Source: an optimization exercise on an open RTL-to-GDS flow (aim: small area, a short achievable clock period and few clock cycles per item). Production flows keep margins and buffers that such runs may drop. The RTL was checked by simulation tests, not by an equivalence proof against the original design. No activity file was given, so power comes from the tool's default toggle rates.

Setup of build 50:
==> flow/design.v (excerpt) <==
module mul_fu (
    input  logic        clk,
    input  logic        rst_n,
    input  logic        in_valid,
    input  logic [3:0]  in_ctrl,
    input  logic [31:0] in_a,
    input  logic [31:0] in_b,
    input  logic [6:0]  in_tag,
    output logic        in_ready,
    output logic        out_req,
    output logic [6:0]  out_tag,
    output logic [31:0] out_data,
    input  logic        out_grant
);
For scale: roughly 1,800 cells after synthesis, about 300 flip-flops, about 120 I/O pins, about 22,000 µm² of cells after synthesis.
Settings: LEC_CHECK=0, ABC_CLOCK_PERIOD_IN_PS=2500, CAP_MARGIN=30, CORE_MARGIN=2, CORE_UTILIZATION=60, CTS_BUF_LIST=sky130_fd_sc_hd__clkbuf_16, CTS_CLUSTER_DIAMETER=60, CTS_CLUSTER_SIZE=24, SLEW_MARGIN=50, SYNTH_HIERARCHICAL=1, SYNTH_MINIMUM_KEEP_SIZE=0; clock period 10.0 ns.
standard.sh (not shown) runs the stock make flow with config.mk's settings and CLKGATE_MAP_FILE= SYNTH_SCRIPT=/design/flow/synth_recipe.tcl, a recipe that flattens the netlist after the stock synthesis.
==> flow/flow/run.sh <==
#!/bin/bash
# Standard ORFS layout (the standard.sh), with the port buffers made plain
# buffers (buf_2) instead of the delay buffer buffer_ports picks by default.
set -euo pipefail
bash standard.sh synth > synth.log 2>&1
bash standard.sh BUFFER_PORTS_ARGS="-buffer_cell sky130_fd_sc_hd__buf_2" finish > layout.log 2>&1
Build 50 finished every stage and its layout cleared the timing, DRC and antenna checks.
Testbench counts of build 50, summed over its fixed seeds: cycles 2,374, items 2,048.
For build 41, these inputs were changed with respect to build 50:
Settings: CTS_CLUSTER_SIZE: 24 -> unset; CTS_CLUSTER_DIAMETER: 60 -> unset; CORE_UTILIZATION: 60 -> 40; CTS_BUF_LIST: sky130_fd_sc_hd__clkbuf_16 -> sky130_fd_sc_hd__clkbuf_4 sky130_fd_sc_hd__clkbuf_8.
Notes after the runs:
Build 41 | status: complete | timing, DRC, antenna: pass. Between build 41 and build 50, the number of global-route vias before repair is higher for build 41. Number of antenna violations at the first check in global routing (build 41 over build 50): increase, 2. From build 50 to build 41 the numbers moved as follows: fraction of power consumed by the clock network rose by 0.8 points; post-route minimum period rose by 0.026 ns; sum of met3 wire segment lengths after detailed routing rose by about 14%. In the flow results for build 41 and build 50, the width of the chip is smaller on build 50. Taking build 50 as the reference, in build 41 measured slew at the worst slew-check pin fell 0.016 ns, final weighted congestion of routability-driven global placement fell by about 4.3%.
Relative to build 41, the following input files were edited for build 4:
Settings: a change of SLEW_MARGIN from 50 to 70; a change of CAP_MARGIN from 30 to 50; a change of CORE_UTILIZATION from 40 to 60.
==> comparison <==
Against build 41, build 4 comes in 0.16 ns lower on reg2reg setup slack. In build 4 relative to build 41, core footprint had gone down by more than a quarter. Compared to build 41, build 4 has relative area change from synthesis to final layout 1.4 points higher.

========
build 23:
mul_fu again, from the RTL that the note above started with.
==> flow/config.mk <==
export PLATFORM = sky130hd
export DESIGN_NAME = mul_fu
export DESIGN_NICKNAME = mul_fu
export VERILOG_FILES = /design/flow/design.v
export SDC_FILE = /design/flow/constraint.sdc
export NUM_CORES = 4
export LEC_CHECK = 0
export ABC_CLOCK_PERIOD_IN_PS = 2500
export CAP_MARGIN = 30
export CORE_MARGIN = 2
export CORE_UTILIZATION = 70
export CTS_BUF_LIST = sky130_fd_sc_hd__clkbuf_4 sky130_fd_sc_hd__clkbuf_8
export PLACE_DENSITY = 0.75
export SLEW_MARGIN = 50
export SYNTH_HIERARCHICAL = 1
export SYNTH_MINIMUM_KEEP_SIZE = 0
==> flow/constraint.sdc <==
create_clock -name core_clock -period 10.0 [get_ports {clk}]
set_input_delay 2.0000 -clock core_clock [delete_from_list [all_inputs] [get_ports {clk}]]
set_output_delay 2.0000 -clock core_clock [all_outputs]
set_load 0.01 [all_outputs]
Scripts as last shown in full above: flow/flow/run.sh
No stage failed in build 23, and the final checks on the layout all came back clean.
Testbench counts of build 23, summed over its fixed seeds: cycles 2,374, items 2,048.
For build 11, these inputs were changed with respect to build 23:
- CORE_UTILIZATION: 70 -> 60
- PLACE_DENSITY: 0.75 -> unset
### Flow results
Build 11 reached the end of the flow, and the finished layout is clean on the timing, DRC and antenna checks. For simple logic cell fraction of the synthesized area, build 23 and build 11 come out practically identical. Diff build 23..build 11 | sequential cell area share | negligible. Taking build 23 as the reference, in build 11 minimum clock period lower; initial detailed-routing violation count lower; routed wire length higher; width of the chip higher; fraction of the cycle the final worst path needs lower. Looking at met2 capacity usage during global routing, build 11 sits 6.7 points lower than build 23 does. Changes observed in build 11 relative to build 23: detailed-routed wire length on met2 saw an increase, row count picked up an extra 5.
[inputs] build 7 vs build 11
- swapping sky130_fd_sc_hd__clkbuf_4 sky130_fd_sc_hd__clkbuf_8 for sky130_fd_sc_hd__clkbuf_8 sky130_fd_sc_hd__clkbuf_16 in CTS_BUF_LIST
- putting CTS_CLUSTER_DIAMETER at 60 where nothing was set
- putting CTS_CLUSTER_SIZE at 20 where nothing was set
==> comparison <==
- Build 7 finished end to end and its layout was clean on timing, DRC and antenna.
- Compared with build 11, build 7 shows a lower number of iterations in the first detailed-routing pass.
- Final critical path time including I/O delays and setup ended up 0.038 ns higher on build 7 than on build 11.
- In build 7 relative to build 11, post-route total power had gone down slightly.
- Build 11 has higher actual slew at the worst max-slew pin than build 7.
Relative to build 7, the following input files were edited for build 90:
- changing CTS_BUF_LIST from sky130_fd_sc_hd__clkbuf_8 sky130_fd_sc_hd__clkbuf_16 to sky130_fd_sc_hd__clkbuf_4 sky130_fd_sc_hd__clkbuf_8
- changing CTS_CLUSTER_DIAMETER from 60 to 50
- changing CTS_CLUSTER_SIZE from 20 to 16
[summary]
Build 90 against build 7; final instance count without filler cells is up slightly.
Build 7 -> build 90: maximum fanout count along the critical path delta 0, exact match
Build 7 → build 90: peak supply drop dropped 3.7%; sequential share of layout area barely changed.
For build 7 and build 90, there was not a single run that failed to finish clean.

==> afterwards: timing with drivers on the ports <==
Ports are ideal in the flow. The routed layouts listed here were re-timed in OpenROAD.
Step 1 (the two cells are an assumption about what drives the block):
set clk [get_ports {clk}]
set_driving_cell -lib_cell sky130_fd_sc_hd__clkbuf_16 $clk
set_driving_cell -lib_cell sky130_fd_sc_hd__buf_2 [delete_from_list [all_inputs] $clk]
Step 2 adds t to the input delays and takes it off the output delays; t is the mean of the earliest and latest rising clock arrival at the registers after step 1. Input paths then give back, and output paths get back, about the clock's delay inside the block.
a / b / c = ideal ports / drivers / drivers and shift; a / b = the first two.
| run | t (ns) | setup WS [ns] | hold WS [ns] | clock arrival spread, ns | worst data-port slew with drivers (ns) |
|---|---|---|---|---|---|
| build 50 | 0.611 | 6.485 / 6.485 / 6.485 | 0.420 / 0.420 / 0.420 | 0.021 / 0.021 | 0.03 |
| build 41 | 0.679 | 6.459 / 6.459 / 6.459 | 0.413 / 0.413 / 0.413 | 0.041 / 0.040 | 0.05 |
| build 4 | 0.680 | 6.297 / 6.297 / 6.297 | 0.418 / 0.418 / 0.418 | 0.022 / 0.023 | 0.03 |
| build 23 | 0.625 | 6.423 / 6.423 / 6.423 | 0.423 / 0.423 / 0.423 | 0.023 / 0.023 | 0.03 |
| build 11 | 0.665 | 6.502 / 6.502 / 6.502 | 0.418 / 0.418 / 0.418 | 0.040 / 0.040 | 0.03 |
| build 7 | 0.614 | 6.464 / 6.464 / 6.464 | 0.424 / 0.424 / 0.424 | 0.014 / 0.014 | 0.04 |
| build 90 | 0.643 | 6.473 / 6.473 / 6.473 | 0.431 / 0.431 / 0.431 | 0.034 / 0.035 | 0.03 |
After both steps setup and hold are still met in every run listed.
